What follows belongs to an exercise in optimizing a design on an open flow for small area; a production flow would make more cautious choices. The RTL was checked by simulation tests, not by an equivalence proof against the original design. The clock input has no modelled driver; a real chip could not lean on it and would need a root buffer or a full tree. Power figures rest on the tool's default switching activity, not on a simulated workload.

==> flow/design.v <==
`timescale 1ns/10ps
module tbase(input clk, input rst, output tick, output last);
reg [5:0] s;
assign tick = s[0] & s[2] & s[3] & s[5];
assign last = s[0] & s[1] & s[4] & s[5];
always @(posedge clk)
  if (rst | last) s <= 6'd0;
  else s <= {s[4:0], ~(s[5] ^ s[0])};
endmodule
module tcount(input clk, input rst, input tick, output reg a, output reg [1:0] b, output reg [2:0] c);
always @(posedge clk)
  if (rst) begin a <= 1; b <= 2'b11; c <= 3'b000; end
  else if (tick) begin
    a <= ~a;
    b <= {b[0], ~(b[1] | b[0])};
    c <= {c[1:0], ~c[1] & (c[0] | ~c[2])};
  end
endmodule
module deb(input clk, input rst, input en, input key, output reg key_out);
reg [3:0] run;
wire flip = run[3] & run[1];
always @(posedge clk) begin
  if (rst) begin key_out <= 0; run <= 0; end
  else begin
    if (flip) begin key_out <= ~key_out; run <= 0; end
    else if (en) run <= (key == key_out) ? run + 4'd1 : 4'd0;
  end
end
endmodule
module cls(input clk, input rst, input tick, input tick10, input key, output reg [1:0] o);
reg lvl;
reg [7:0] win;
wire full = win[0] & ~win[1] & win[3] & ~win[4] & win[6];
always @(posedge clk) begin
  if (rst) begin lvl <= 0; win <= 8'd144; o <= 2'b01; end
  else begin
    if (tick && key != lvl) begin
      lvl <= key;
      win <= {7'b0010000, ~key};
      o <= {~key, full};
    end else if (tick10 && !full) win <= {win[6:0], win[7]^win[5]^win[2]^win[1]};
  end
end
endmodule
module symb(input clk, input rst, input tick, input [1:0] o, output [7:0] cnt, output reg chg, output reg [3:0] N, output reg [3:0] N34, output reg [3:0] N56);
reg EN;
reg [2:0] j;
reg [4:0] d;
wire clr = (o == 2'b01);
wire shift = o[1] & EN;
always @(posedge clk) begin
  EN <= ~o[1];
  if (rst) begin j <= 0; d <= 0; chg <= 0; end
  else if (clr) begin chg <= 1; j <= 0; d <= 0; end
  else if (shift) begin
    j <= {j[1] | (j[2] & ~j[0]), j[0], ~j[2]};
    d <= {d[3:0], o[0]};
    chg <= 0;
  end
end
wire [4:0] p = {j[2] & ~j[1], j[2] & ~j[0], j[2], j[1] | j[2], j[0] | j[2]};
assign cnt = {p[3], d[3], p[2], d[2], p[1], d[1], p[0], d[0]};
wire [3:0] dec = ~p[4] ? 4'b0000 :
  (d == 5'b11111) ? 4'b1111 :
  (d == 5'b01111) ? 4'b0001 :
  (d == 5'b00111) ? 4'b1100 :
  (d == 5'b00011) ? 4'b1000 :
  (d == 5'b00001) ? 4'b0010 :
  (d == 5'b00000) ? 4'b1011 :
  (d == 5'b10000) ? 4'b1101 :
  (d == 5'b11000) ? 4'b0100 :
  (d == 5'b11100) ? 4'b1110 :
  (d == 5'b11110) ? 4'b1010 :
  4'b0000;
always @(posedge clk) begin
  if (rst) begin N <= 4'b0000; N34 <= 4'b0000; end
  else begin
    if (tick) N <= dec;
    if (clr & ~chg) N34 <= N;
  end
  if (!rst && clr && !chg) N56 <= N34;
end
endmodule
module disp(input clk, input rst, input tick, input a, input [1:0] b, input [3:0] N, N34, N56, output [7:0] DISPLAYOUT, output [5:0] DIG);
wire na = ~a;
wire [1:0] nb = {b[0], ~(b[1] | b[0])};
wire selN = na ? (nb == 2'b00) : (nb == 2'b10);
wire sel34 = na ? (nb == 2'b10) : (nb == 2'b01);
wire [3:0] ch = selN ? N : sel34 ? N34 : N56;
wire valid = (ch != 4'b0000);
reg [3:0] nib;
always @(posedge clk)
  if (rst) nib <= 4'b0000;
  else if (tick) nib <= na ? (valid ? 4'b1000 : 4'b1111) : (valid ? ch : 4'b1111);
assign DISPLAYOUT[0] = nib[3] | nib[2];
assign DISPLAYOUT[1] = ~((~nib[2] & nib[1] & nib[0]) | (~nib[3] & ~nib[2] & ~nib[1] & ~nib[0]));
assign DISPLAYOUT[2] = ~((nib[3] & nib[2] & ~nib[1]) | (~nib[3] & ~nib[2] & ~nib[1] & ~nib[0]));
assign DISPLAYOUT[3] = nib[3];
assign DISPLAYOUT[4] = nib[3] & nib[2];
assign DISPLAYOUT[5] = nib[1];
assign DISPLAYOUT[6] = (nib[3] & ~nib[0]) | (~nib[2] & nib[1]);
assign DISPLAYOUT[7] = (nib[3] & ~nib[1] & nib[0]);
wire R = &b;
assign DIG[0] = ~(b == 2'b10 & ~a) & ~R;
assign DIG[1] = ~(b == 2'b00 & a) & ~R;
assign DIG[2] = ~(b == 2'b01 & ~a) & ~R;
assign DIG[3] = ~(b == 2'b10 & a) & ~R;
assign DIG[4] = ~(b == 2'b00 & ~a) & ~R;
assign DIG[5] = ~(b == 2'b01 & a) & ~R;
endmodule
module main (input clk,rst,key,output[5:0] DIG,output[7:0]DISPLAYOUT,output test,output change,output [1:0] out,output [7:0]cnt);
wire tick, last, a;
wire [1:0] b;
wire [2:0] c;
wire [3:0] N, N34, N56;
wire tick10 = last & ~a & ~c[2] & ~c[0];
tbase u_tbase(clk, rst, tick, last);
tcount u_tcount(clk, rst, tick, a, b, c);
deb u_deb(clk, rst, tick10, key, test);
cls u_cls(clk, rst, tick, tick10, test, out);
symb u_symb(clk, rst, tick, out, cnt, change, N, N34, N56);
disp u_disp(clk, rst, tick, a, b, N, N34, N56, DISPLAYOUT, DIG);
endmodule
==> flow/flow/run.sh <==
#!/bin/bash
# Standard ORFS layout (bash standard.sh), with these changes to how it is made:
#  * synthesis extracts no half/full-adder cells, and ABC maps for area only
#    (flow/abc_area.script replaces ORFS's, which buffers and upsizes for
#    speed; the 10 ns clock leaves ample slack),
#  * ports are buffered with buf_1 instead of the default buffer,
#  * the clock tree (flow/cts.tcl): CTS with clkbuf_8, no dummy loads and no
#    non-default routing rule, then its root buffer is removed and its four
#    leaves merged in pairs into two clkbuf_16 fed by the clock port.
# make's output goes to flow.log; each ORFS step logs to orfs/logs/.
set -euo pipefail
here=$PWD
rm -rf "$here/scripts"
cp -r "$FLOW_HOME/scripts" "$here/scripts"
cp "$here/flow/abc_area.script" "$here/scripts/abc_area.script"
cp "$here/flow/cts.tcl" "$here/scripts/cts.tcl"
export SCRIPTS_DIR="$here/scripts"
export ADDER_MAP_FILE=""
export BUFFER_PORTS_ARGS="-buffer_cell sky130_fd_sc_hd__buf_1"
export CTS_ARGS="-sink_clustering_enable -repair_clock_nets -dont_use_dummy_load -apply_ndr none -buf_list sky130_fd_sc_hd__clkbuf_8"
export CLOCK_PORT_NET=clk
export CLOCK_LEAVES=2
export CLOCK_LEAF_BUFFER=sky130_fd_sc_hd__clkbuf_16
bash standard.sh finish > "$here/flow.log" 2>&1
==> flow/flow/abc_area.script <==
strash
ifraig
scorr
dc2
dch -f
amap
strash
dc2
dch -f
amap
topo
==> flow/flow/cts.tcl <==
utl::set_metrics_stage "cts__{}"
source $::env(SCRIPTS_DIR)/load.tcl
source $::env(SCRIPTS_DIR)/lec_check.tcl
erase_non_stage_variables cts
load_design 3_place.odb 3_place.sdc
source_step_tcl PRE CTS

# Clone clock tree inverters next to register loads
# so cts does not try to buffer the inverted clocks.
repair_clock_inverters

proc save_progress { stage } {
  puts "Run 'make gui_$stage.odb' to load progress snapshot"
  orfs_write_db $::env(RESULTS_DIR)/$stage.odb
  orfs_write_sdc $::env(RESULTS_DIR)/$stage.sdc
}

# Run CTS
set cts_args [list \
  -sink_clustering_enable \
  -repair_clock_nets]

append_env_var cts_args CTS_BUF_DISTANCE -distance_between_buffers 1
append_env_var cts_args CTS_CLUSTER_SIZE -sink_clustering_size 1
append_env_var cts_args CTS_CLUSTER_DIAMETER -sink_clustering_max_diameter 1
append_env_var cts_args CTS_BUF_LIST -buf_list 1
append_env_var cts_args CTS_LIB_NAME -library 1


if { [env_var_exists_and_non_empty CTS_ARGS] } {
  set cts_args $::env(CTS_ARGS)
}

set_dont_use $::env(DONT_USE_CELLS)

log_cmd clock_tree_synthesis {*}$cts_args

# Trim the clock tree built above (root buffer -> leaf buffers -> flip-flops):
# the root buffer is removed and the clock port drives the leaf buffers
# directly; with CLOCK_LEAVES 2 the four leaves are also merged in pairs into
# two CLOCK_LEAF_BUFFER cells, each placed at the centre of its flip-flops.
if { [env_var_exists_and_non_empty CLOCK_LEAVES] } {
  set block [ord::get_db_block]
  set portnet [$block findNet $::env(CLOCK_PORT_NET)]
  set root ""
  foreach it [$portnet getITerms] {
    if { [$it isInputSignal] } { set root [$it getInst] }
  }
  set rootnet [[$root findITerm X] getNet]
  set leaves {}
  foreach it [$rootnet getITerms] {
    if { [$it getInst] != $root } { lappend leaves [$it getInst] }
  }
  foreach leaf $leaves {
    set a [$leaf findITerm A]
    $a disconnect
    $a connect $portnet
  }
  odb::dbInst_destroy $root
  odb::dbNet_destroy $rootnet
  proc sink_centre { leaf } {
    set sx 0; set sy 0; set n 0
    foreach it [[[$leaf findITerm X] getNet] getITerms] {
      if { [$it getInst] == $leaf } { continue }
      set loc [[$it getInst] getLocation]
      set sx [expr {$sx + [lindex $loc 0]}]; set sy [expr {$sy + [lindex $loc 1]}]; incr n
    }
    return [list [expr {$sx / $n}] [expr {$sy / $n}]]
  }
  if { $::env(CLOCK_LEAVES) == 2 && [llength $leaves] == 4 } {
    # pair the leaves so that the paired sink centres are closest
    set c {}
    foreach leaf $leaves { lappend c [sink_centre $leaf] }
    proc d2 { p q } { expr {([lindex $p 0]-[lindex $q 0])**2 + ([lindex $p 1]-[lindex $q 1])**2} }
    set best ""
    foreach pr {{0 1 2 3} {0 2 1 3} {0 3 1 2}} {
      lassign $pr i j k l
      set cost [expr {[d2 [lindex $c $i] [lindex $c $j]] + [d2 [lindex $c $k] [lindex $c $l]]}]
      if { $best == "" || $cost < [lindex $best 0] } { set best [list $cost $pr] }
    }
    lassign [lindex $best 1] i j k l
    foreach {keep drop} [list [lindex $leaves $i] [lindex $leaves $j] [lindex $leaves $k] [lindex $leaves $l]] {
      set keepnet [[$keep findITerm X] getNet]
      set dropnet [[$drop findITerm X] getNet]
      foreach it [$dropnet getITerms] {
        if { [$it getInst] == $drop } { continue }
        $it disconnect
        $it connect $keepnet
      }
      odb::dbInst_destroy $drop
      odb::dbNet_destroy $dropnet
      $keep swapMaster [[ord::get_db] findMaster $::env(CLOCK_LEAF_BUFFER)]
      lassign [sink_centre $keep] x y
      $keep setLocation $x $y
    }
  }
  set n 0
  foreach it [$portnet getITerms] { incr n }
  puts "Trimmed clock tree: the clock port drives $n cells"
}

utl::push_metrics_stage "cts__{}__pre_repair_timing"
log_cmd estimate_parasitics -placement
if { $::env(DETAILED_METRICS) } {
  report_metrics 4 "cts pre-repair-timing"
}
utl::pop_metrics_stage

set_placement_padding -global \
  -left $::env(CELL_PAD_IN_SITES_DETAIL_PLACEMENT) \
  -right $::env(CELL_PAD_IN_SITES_DETAIL_PLACEMENT)

set result [catch { detailed_placement } msg]
if { $result != 0 } {
  save_progress 4_1_error
  error "Detailed placement failed in CTS: $msg"
}

log_cmd estimate_parasitics -placement

if { $::env(CTS_SNAPSHOTS) } {
  save_progress 4_1_pre_repair_hold_setup
}

if { !$::env(SKIP_CTS_REPAIR_TIMING) } {
  if { $::env(EQUIVALENCE_CHECK) } {
    write_eqy_verilog 4_before_rsz.v
  }
  if { $::env(LEC_CHECK) } {
    write_lec_verilog 4_before_rsz_lec.v
  }

  repair_timing_helper

  if { $::env(EQUIVALENCE_CHECK) } {
    run_equivalence_test
  }
  if { $::env(LEC_CHECK) } {
    write_lec_verilog 4_after_rsz_lec.v
    run_lec_test 4_rsz 4_before_rsz_lec.v 4_after_rsz_lec.v
  }

  set result [catch { detailed_placement } msg]
  if { $result != 0 } {
    save_progress 4_1_error
    error "Detailed placement failed in CTS: $msg"
  }

  check_placement -verbose
}

report_metrics 4 "cts final"

source_step_tcl POST CTS

orfs_write_db $::env(RESULTS_DIR)/4_1_cts.odb
orfs_write_sdc $::env(RESULTS_DIR)/4_cts.sdc
==> flow/standard.sh <==
#!/bin/bash
# synth_recipe.tcl (not shown) runs the flow's synth.tcl, then flattens the netlist and writes it again
# the make line also repeats each setting of config.mk as NAME=value (left out here)
make -C /OpenROAD-flow-scripts/flow DESIGN_CONFIG=/design/flow/config.mk WORK_HOME=/design/flow/orfs CLKGATE_MAP_FILE= SYNTH_SCRIPT=/design/flow/synth_recipe.tcl "${@:-finish}"
==> flow/config.mk <==
export PLATFORM = sky130hd
export DESIGN_NAME = main
export DESIGN_NICKNAME = main
export VERILOG_FILES = /design/flow/design.v
export SDC_FILE = /design/flow/constraint.sdc
export NUM_CORES = 4
export LEC_CHECK = 0
export ABC_AREA = 1
export CAP_MARGIN = 0
export CORE_MARGIN = 2
export CORE_UTILIZATION = 40
export SLEW_MARGIN = 0
==> flow/constraint.sdc <==
create_clock -name core_clock -period 10.0 [get_ports {clk}]
set_input_delay 2.0000 -clock core_clock [delete_from_list [all_inputs] [get_ports {clk}]]
set_output_delay 2.0000 -clock core_clock [all_outputs]
set_load 0.01 [all_outputs]
==> results.cfg, run 1 <==
[critical_path]
path_cells = clkinv_1 -> nor3_1 -> nor2_1 -> buf_1
worst_setup_path_end_kind = output pin
slowest_delay_ps = 460
startpoint = u_tcount.a
rr_endpoint = u_cls.win[0]
cp-start-kind = register
slowest_stage = dfxtp_1
cp.arrival_ps = 1330
crit_required_ps = 8000
ff2ff_path_depth = 6
r2r_setup_slack_ps = 7550
crit_fanout = 8
worst_r2r_startpoint = u_tbase.s[0]
path_class = reg -> out

[pwr]
pwr-share-comb_pct = 2.0
power_frac_seq_pct = 69.9
p_int_mw = 0.2575
p_total_mw = 0.3141
p_leak_nw = 0.8459
power_frac_clock_pct = 28.0
power.density_nw_per_um2 = 130.3
switching_share_pct = 18.03
switchingPower_mw = 0.05662
peakVddDrop_uv = 93.79

[floorplan]
coreArea_um2 = 5405
fp-row-count = 27
die_x_um = 78.22
dieArea_um2 = 6118
start_util_pct = 40.76
dieHeight_um = 78.22
pin_count = 29

[clocking]
cts.hold.buffers_added = 0
post_cts_resized = 0
clock_latency_ps = 170
clk_pin_slew_ps = 90
clock_sinks = 54
cts_setup_buffers = 0

[global_routing]
grt_pass1_vias = 1619
grt_pass1_wl_um = 7452
overflow = 0
grt_use_total_pct = 14.26
antenna_found_initial = 0
grt_max_degree = 31

[synthesis]
yosysMostFrequentCell = nor2_1
synth_top_area_share_pct = 45.43
synth-edff-count = 4
synth_flop_cell = dfxtp_1
yosysWarningCount = 6
yosys.area_share.adder_pct = 0
ys_seq_area_share_pct = 50.88
synth_fp_nets = 269
synth_compound_area_share_pct = 20.95
synth_top_family_by_area = compound AO/OA/AOI/OAI gates
yosys-top-cells-area = dfxtp_1, nor2_1, edfxtp_1, clkinv_1, o21ai_0
yosysTopAreaCell = dfxtp_1
syn_inst = 266
synthArstFlopShare_pct = 0
yosys-mux-area-fraction_pct = 0
avgSynthCellArea_um2 = 8.283
synth_commonest_cells = nor2_1, dfxtp_1, clkinv_1, o21ai_0, a21oi_1
yosysUniqueCellTypes = 28
synth-simple-area-share_pct = 20.67
synthesis.area_um2 = 2203
synth-seq-cells = 54
synth_xor_area_share_pct = 0

[sta]
period_share_pct = 33.25
slew_viol_final = 0
tightestPinTransition_ps = 1063
setup_viol = 0
skew_ps = 16.48
tns_ps = 0
finalCriticalPeriod_ps = 3325
rsz0062_at_grt = false
max_freq_mhz = 300.7
relSlewSlack_pct = 28.51
hold_viol_final = 0

[layout]
fin_nets = 296
syn_to_final_growth_pct = 9.426
final_cells = 363
drive_gt1_share_pct = 1.375
final_area_um2 = 2411
fillers = 558
num_antenna_cells = 0
regArea_um2 = 1121
multi_input_area_um2 = 917.1

[routing]
postRouteAntennaNets = 0
routed_via_density = 5.264
vias = 1911
drtIter0Drc = 98
dr.pass1.iters = 4
routed_wl_um = 4357
drc_errors = 0
wire_per_inst_um = 12.00

[hold_path]
hold_path_depth = 2
holdPathEnd = u_tbase.s[3]
hold_path.class = reg -> reg
hold_start = u_tbase.s[2]

[placement]
placedCellCount = 361
place_area_um2 = 2361
numPortBuffers = 28
hpwl_um = 3255
gp_congestion = 0.8605

[flow_run]
drv_cap = 0

[outcome]
status = finished clean
==> cell usage in the layout (no fill, tap or decap), types with 4 or more instances in the layout <==
cell type | synthesis | final
a31oi_1 | 4 | 4
a21oi_1 | 15 | 15
and3_1 | 6 | 6
o21a_1 | 4 | 4
nor2_1 | 57 | 57
edfxtp_1 | 4 | 4
dfxtp_1 | 50 | 50
nand4_1 | 5 | 5
clkinv_1 | 30 | 30
nand2_1 | 14 | 14
o21ai_0 | 18 | 18
nand3_1 | 4 | 4
nor3_1 | 11 | 11
buf_1 | 0 | 28
a22oi_1 | 11 | 11
a221oi_1 | 7 | 7
==> power by group through the flow <==
stage	logic, mW	clock network [mW]	registers (mW)
floorplan	0.00319	0	0.225
global placement	0.00632	0	0.225
detailed placement	0.00640	0	0.225
CTS	0.00646	0.0920	0.220
global route	0.00729	0.101	0.220
finish	0.00632	0.0881	0.220
==> registers in the layout, indices dropped and copies added, names as in the netlist, 4 cells and up <==
signal / flops
u_disp.nib: 4
u_symb.N: 4
u_deb.run: 4
u_symb.N34: 4
u_symb.N56: 4
u_cls.win: 8
u_symb.d: 5
u_tbase.s: 6
==> logic make-up after synthesis <==
family | count (synthesis)
flip-flops | 54
AND/OR/NAND/NOR | 104
buffers and inverters | 37
AO/OA/AOI/OAI | 71
==> metal layers <==
layer | routed length [µm] | share of wire, % | track usage, %
met1 | 2247 | 52 | 21.71
met2 | 1890 | 43 | 23.28
met3 | 181 | 4.2 | 0.5747
met4 | 38 | 0.87 | 1.579
met5 | 0 | 0 | 0
==> stage by stage <==
stage                     hold WS (ps)  setup WS [ps]  util, %
after CTS                        432.5           6659    44.61
final                            426.3           6675    44.61
after global placement           415.0           6594    43.68
after floorplan                  403.9           7082        -
after detailed placement         418.4           6568    43.68
after global routing             452.2           6526    44.61
==> worst max-delay path: cells and delay by family (launching register included) <==
kind / cells / cell delay (ps)
flops: 1 / 460
buf+inv: 2 / 370
simple gates: 2 / 350
==> final cells by class <==
class                      count  area share, %
clock buffer                   2          2.076
tap                           72          3.736
inverter                      30          4.670
sequential                    54          46.50
timing repair buffer          30          4.982
multi-input combinational    175          38.04
==> worst max path at each step <==
stage	endpoint	slack, ps	cells past startpoint
floorplan	DIG[1]	7080	3
detailed placement	u_symb.d[0]	6570	5
global placement	u_symb.d[3]	6590	5
finish	DIG[1]	6670	4
CTS	DIG[1]	6660	4
global route	DIG[1]	6530	4
==> run 2: changes to the inputs <==
--- a/flow/config.mk
+++ b/flow/config.mk
@@ -7,6 +7,6 @@
 export LEC_CHECK = 0
 export ABC_AREA = 1
-export CAP_MARGIN = 0
+export CAP_MARGIN = 20
 export CORE_MARGIN = 2
 export CORE_UTILIZATION = 40
-export SLEW_MARGIN = 0
+export SLEW_MARGIN = 20
==> results.cfg, run 2 <==
[synthesis]
avgSynthCellArea_um2 = 8.283
synth_top_area_share_pct = 45.43
yosysUniqueCellTypes = 28
synth-edff-count = 4
ys_seq_area_share_pct = 50.88
yosysTopAreaCell = dfxtp_1
synth-seq-cells = 54
yosysWarningCount = 6
synthArstFlopShare_pct = 0
yosysMostFrequentCell = nor2_1
yosys-top-cells-area = dfxtp_1, nor2_1, edfxtp_1, clkinv_1, o21ai_0
synthesis.area_um2 = 2203
synth_fp_nets = 269
syn_inst = 266
synth_commonest_cells = nor2_1, dfxtp_1, clkinv_1, o21ai_0, a21oi_1
synth_flop_cell = dfxtp_1

[clocking]
clock_latency_ps = 170
clock_sinks = 54
cts.hold.buffers_added = 0
cts_setup_buffers = 0
clk_pin_slew_ps = 90
post_cts_resized = 0

[routing]
dr.pass1.iters = 4
drtIter0Drc = 98
vias = 1911
routed_wl_um = 4357
drc_errors = 0
postRouteAntennaNets = 0
wire_per_inst_um = 12.00
routed_via_density = 5.264

[layout]
layout_common_cells = nor2_1, dfxtp_1, clkinv_1
final_area_um2 = 2411
fin_nets = 296
multi_input_area_um2 = 917.1
utilization_pct = 44.61
drive_gt1_share_pct = 1.375
final_cells = 363
largest_register = u_cls.win
largest_reg_flops = 8
largestRegisters = u_cls.win x8, u_tbase.s x6, u_symb.d x5
regArea_um2 = 1121
num_antenna_cells = 0
syn_to_final_growth_pct = 9.426
final_common_cell = nor2_1
fillers = 558

[global_routing]
grt_use_total_pct = 14.26
overflow = 0
antenna_found_initial = 0
grt_pass1_vias = 1619
grt_pass1_wl_um = 7452
grt_max_degree = 31

[sta]
relSlewSlack_pct = 28.51
finalCriticalPeriod_ps = 3325
skew_ps = 16.48
tightestPinTransition_ps = 1063
hold_viol_final = 0
slew_viol_final = 0
tns_ps = 0
setup_viol = 0
rsz0062_at_grt = false
max_freq_mhz = 300.7
period_share_pct = 33.25

[floorplan]
die_x_um = 78.22
dieHeight_um = 78.22
fp-row-count = 27
coreArea_um2 = 5405
dieArea_um2 = 6118
pin_count = 29
start_util_pct = 40.76

[critical_path]
crit_path_end = DIG[1]
cp-start-kind = register
crit_fanout = 8
ff2ff_path_depth = 6
worst_setup_path_end_kind = output pin
r2r_setup_slack_ps = 7550
cp.arrival_ps = 1330
path_class = reg -> out
rr_endpoint = u_cls.win[0]
worst_r2r_startpoint = u_tbase.s[0]
crit_required_ps = 8000
startpoint = u_tcount.a

[placement]
placedCellCount = 361
place_area_um2 = 2361
gp_congestion = 0.8605
numPortBuffers = 28
hpwl_um = 3255

[flow_run]
drv_cap = 0

[pwr]
peakVddDrop_uv = 93.79
p_leak_nw = 0.8459
power.density_nw_per_um2 = 130.3

[hold_path]
hold_path.class = reg -> reg

[outcome]
status = finished clean
[run 2: cell counts in the layout (fill, tap and decap cells not counted)]
Identical to the previous run, type by type.
[run 2: worst min path at each step]
stage                       from            to  depth (start not counted)
floorplan           u_tbase.s[3]  u_tbase.s[4]                          2
global placement    u_tbase.s[2]  u_tbase.s[3]                          2
detailed placement  u_tbase.s[2]  u_tbase.s[3]                          2
CTS                 u_tbase.s[2]  u_tbase.s[3]                          2
global route        u_tbase.s[2]  u_tbase.s[3]                          2
finish              u_tbase.s[2]  u_tbase.s[3]                          2
[run 2: logic make-up after synthesis]
logic type / Yosys count / synth area share [%]
AND/OR/NAND/NOR: 104 / 20.67
buffers and inverters: 37 / 7.496
flip-flops: 54 / 50.88
AO/OA/AOI/OAI: 71 / 20.95
[run 2: worst max-delay path, stage by stage, from the launching register on]
cell and delay (ps):
dfxtp_1 460, clkinv_1 240, nor3_1 290, nor2_1 60, buf_1 130
[run 2: per-stage QoR]
step	setup slack (ps)	power [mW]	hold WS [ps]
after floorplan	7082	0.2278	403.9
after global placement	6594	0.2310	415.0
after detailed placement	6568	0.2311	418.4
after CTS	6659	0.3181	432.5
after global routing	6526	0.3285	452.2
final	6675	0.3141	426.3
[run 2: layer usage]
layer	GRT usage (%)	share of wire [%]	up-vias
li1	-	-	995
met1	21.71	52	871
met2	23.28	43	41
met3	0.5747	4.2	4
met4	1.579	0.87	0
met5	0	0	-
[run 2: final cells by class]
cell class                      instances  share of cell area (%)
Tap cell                               72                   3.736
Sequential cell                        54                   46.50
Timing Repair Buffer                   30                   4.982
Inverter                               30                   4.670
Clock buffer                            2                   2.076
Multi-Input combinational cell        175                   38.04
[run 2: report_power, final]
part           switching (mW)  leakage, nW  total, mW  internal (mW)
combinational         0.00461        0.378    0.00632        0.00172
clock                  0.0512       0.0246     0.0881         0.0369
sequential           0.000797        0.443      0.220          0.219
==> run 3: changes to the inputs <==
--- a/flow/flow/run.sh
+++ b/flow/flow/run.sh
@@ -1,5 +1,6 @@
 #!/bin/bash
 # Standard ORFS layout (bash standard.sh), with these changes to how it is made:
-#  * synthesis extracts no half/full-adder cells, and ABC maps for area only
+#  * synthesis extracts no half/full-adder cells, and ABC restructures the
+#    logic (&deepsyn, 30 s) and maps it for area only
 #    (flow/abc_area.script replaces ORFS's, which buffers and upsizes for
 #    speed; the 10 ns clock leaves ample slack),
==> flow/flow/abc_area.script (replaced) <==
strash
ifraig
scorr
&get -n
&deepsyn -T 30
&put
dch -f
amap
strash
dc2
dch -f
amap
topo
==> results.cfg, run 3 <==
[synthesis]
synth_compound_area_share_pct = 20.95
yosys.area_share.adder_pct = 0
synth_commonest_cells = dfxtp_1, clkinv_1, nor2_1, o22ai_1, nand2_1
avgSynthCellArea_um2 = 8.446
synth_top_area_share_pct = 46.30
synth-seq-cells = 54
syn_inst = 256
synth-edff-count = 4
yosysWarningCount = 6
yosysMostFrequentCell = dfxtp_1
synth-simple-area-share_pct = 16.44
yosys-top-cells-area = dfxtp_1, clkinv_1, o22ai_1, edfxtp_1, nor2_1
synth_top_family_by_area = compound AO/OA/AOI/OAI gates
yosys-mux-area-fraction_pct = 0
synthesis.area_um2 = 2162
synth_xor_area_share_pct = 0
synth_flop_cell = dfxtp_1
synth_fp_nets = 259
synthArstFlopShare_pct = 0
yosysUniqueCellTypes = 32
ys_seq_area_share_pct = 51.85
yosysTopAreaCell = dfxtp_1

[layout]
largest_reg_flops = 8
final_area_um2 = 2352
fillers = 522
largest_register = u_cls.win
fin_nets = 284
drive_gt1_share_pct = 0.7168
multi_input_area_um2 = 808.3
num_antenna_cells = 0
utilization_pct = 45.48
final_cells = 349
layout_common_cells = dfxtp_1, clkinv_1, nor2_1
syn_to_final_growth_pct = 8.796
final_common_cell = dfxtp_1
regArea_um2 = 1121
largestRegisters = u_cls.win x8, u_tbase.s x6, u_symb.d x5

[pwr]
power_frac_clock_pct = 27.8
p_total_mw = 0.3205
p_leak_nw = 0.8039
p_int_mw = 0.2592
power_frac_seq_pct = 68.9
switching_share_pct = 19.10
pwr-share-comb_pct = 3.3
peakVddDrop_uv = 80.45
switchingPower_mw = 0.06121
power.density_nw_per_um2 = 136.2

[critical_path]
slowest_stage = clkinv_1
worst_setup_path_end_kind = register
worst_r2r_startpoint = u_tcount.a
r2r_setup_slack_ps = 7220
startpoint = rst
cp.arrival_ps = 3920
rr_endpoint = u_disp.nib[0]
slowest_delay_ps = 470
cpMostUsedCell = clkinv_1
cp-start-kind = input port
ff2ff_path_depth = 9
path_cells = buf_1 -> clkinv_1 -> nand3_1 -> clkinv_1 -> nor2_1 -> nand2_1 -> o22ai_1
crit_required_ps = 10080
path_class = in -> reg
crit_fanout = 16

[routing]
drc_errors = 0
drtIter0Drc = 80
wire_per_inst_um = 11.66
routed_via_density = 5.023
vias = 1753
postRouteAntennaNets = 0
dr.pass1.iters = 4
routed_wl_um = 4069

[clocking]
clock_sinks = 54
clk_pin_slew_ps = 100
cts_setup_buffers = 0
cts.hold.buffers_added = 0
post_cts_resized = 0
clock_latency_ps = 160

[hold_path]
hold_start = u_tbase.s[2]
hold_path_depth = 2
hold_path.class = reg -> reg
holdPathEnd = u_tbase.s[3]

[sta]
hold_viol_final = 0
slew_viol_final = 0
relSlewSlack_pct = 43.00
period_share_pct = 38.43
tightestPinTransition_ps = 847.2
max_freq_mhz = 260.2
rsz0062_at_grt = false
skew_ps = 10.14
finalCriticalPeriod_ps = 3843
tns_ps = 0
setup_viol = 0

[global_routing]
top_usage_layer = met2
grt_pass1_wl_um = 7245
use_met2_pct = 23.30
use_met3_pct = 0.5814
overflow = 0
grt_use_total_pct = 13.96
grt_pass1_vias = 1552
grt_max_degree = 30
gr-usage-met1_pct = 20.79
antenna_found_initial = 0

[placement]
numPortBuffers = 28
place_area_um2 = 2302
gp_congestion = 0.7877
hpwl_um = 3125
placedCellCount = 347

[flow_run]
drv_cap = 0

[floorplan]
coreArea_um2 = 5172
dieArea_um2 = 6009
dieHeight_um = 77.52
fp-row-count = 26
die_x_um = 77.52
pin_count = 29
start_util_pct = 41.80

[outcome]
status = finished clean
## run 3: cell count changes after synthesis, moves of 3 or more
cell | before | now
nand4_1 | 5 | 2
a22oi_1 | 11 | 3
a31oi_1 | 4 | 0
o21ai_0 | 18 | 11
clkinv_1 | 30 | 48
nand3_1 | 4 | 7
o22ai_1 | 2 | 23
a21oi_1 | 15 | 10
nor2_1 | 57 | 32
a221oi_1 | 7 | 0
a222oi_1 | 0 | 3
## run 3: logic make-up (layout without fill, tap and decap cells)
family	Yosys count	count (layout)
AO/OA/AOI/OAI	68	68
buffers and inverters	55	78
flip-flops	54	54
AND/OR/NAND/NOR	79	79
## run 3: worst max-delay path by stage
stage,endpoint,slack [ps],cells after the start
floorplan,u_symb.d[1],6880,6
global placement,u_symb.d[3],6080,7
detailed placement,u_symb.d[1],5980,7
CTS,u_symb.d[1],6140,7
global route,u_symb.d[3],5870,7
finish,u_symb.d[1],6160,7
## run 3: per-layer routing
layer / vias to the layer above / share of wire, %
li1: 944 / -
met1: 769 / 52
met2: 36 / 43
met3: 4 / 3.6
met4: 0 / 1.1
met5: - / 0
## run 3: layout make-up
cell class | instances | area share [%]
repair buffers | 28 | 4.468
flip-flops and latches | 54 | 47.66
multi-input cells | 147 | 34.36
inverters | 48 | 7.660
clock buffers | 2 | 2.128
well taps | 70 | 3.723
## run 3: worst max-delay path, delay by kind of cell
family                 cells  cell delay, ps
buffers and inverters      3             960
and+or+nand+nor            3             740
AOI/OAI and AO/OA          1             210
## run 3: power groups by stage
stage,clock [mW],sequential [mW],combinational [mW]
after detailed placement,0,0.226,0.0105
after floorplan,0,0.225,0.00732
after global placement,0,0.226,0.0106
final,0.0892,0.221,0.0104
after global routing,0.101,0.221,0.0120
after CTS,0.0927,0.221,0.0105
## run 3: per-stage QoR
| stage | hold slack (ps) | worst slack (ps) |
|---|---|---|
| finish | 431.2 | 6157 |
| global route | 458.3 | 5871 |
| CTS | 434.5 | 6141 |
| detailed placement | 412.5 | 5981 |
| global placement | 411.0 | 6083 |
| floorplan | 403.9 | 6878 |

afterwards: timing with drivers on the ports:
The results above use ideal ports. As a check the final layouts listed here were re-extracted and re-timed, cells and wires unchanged.
Step 1 sets driving cells, clkbuf_16 on the clock port and buf_2 on the other inputs (assumed; they add their load-dependent delay and slew).
Step 2 also shifts input and output timing later by t, the mid clock arrival at the registers, as if the neighbouring blocks saw the same clock.
Three values: no drivers, after step 1, after step 2; two values: the first two.
| run | t (ns) | setup slack, ns | hold WS [ns] | worst data-port slew with drivers (ns) |
|---|---|---|---|---|
| run 1 | 0.198 | 6.675 / 6.635 / 6.582 | 0.426 / 0.426 / 0.426 | 0.03 |
| run 2 | 0.198 | 6.675 / 6.635 / 6.582 | 0.426 / 0.426 / 0.426 | 0.03 |
| run 3 | 0.204 | 6.157 / 6.176 / 5.972 | 0.431 / 0.431 / 0.431 | 0.03 |
After both steps setup and hold are still met in every run listed. The setup slack of run 3, which loses most, moves by +0.019 ns with the drivers and by -0.185 ns with both steps.
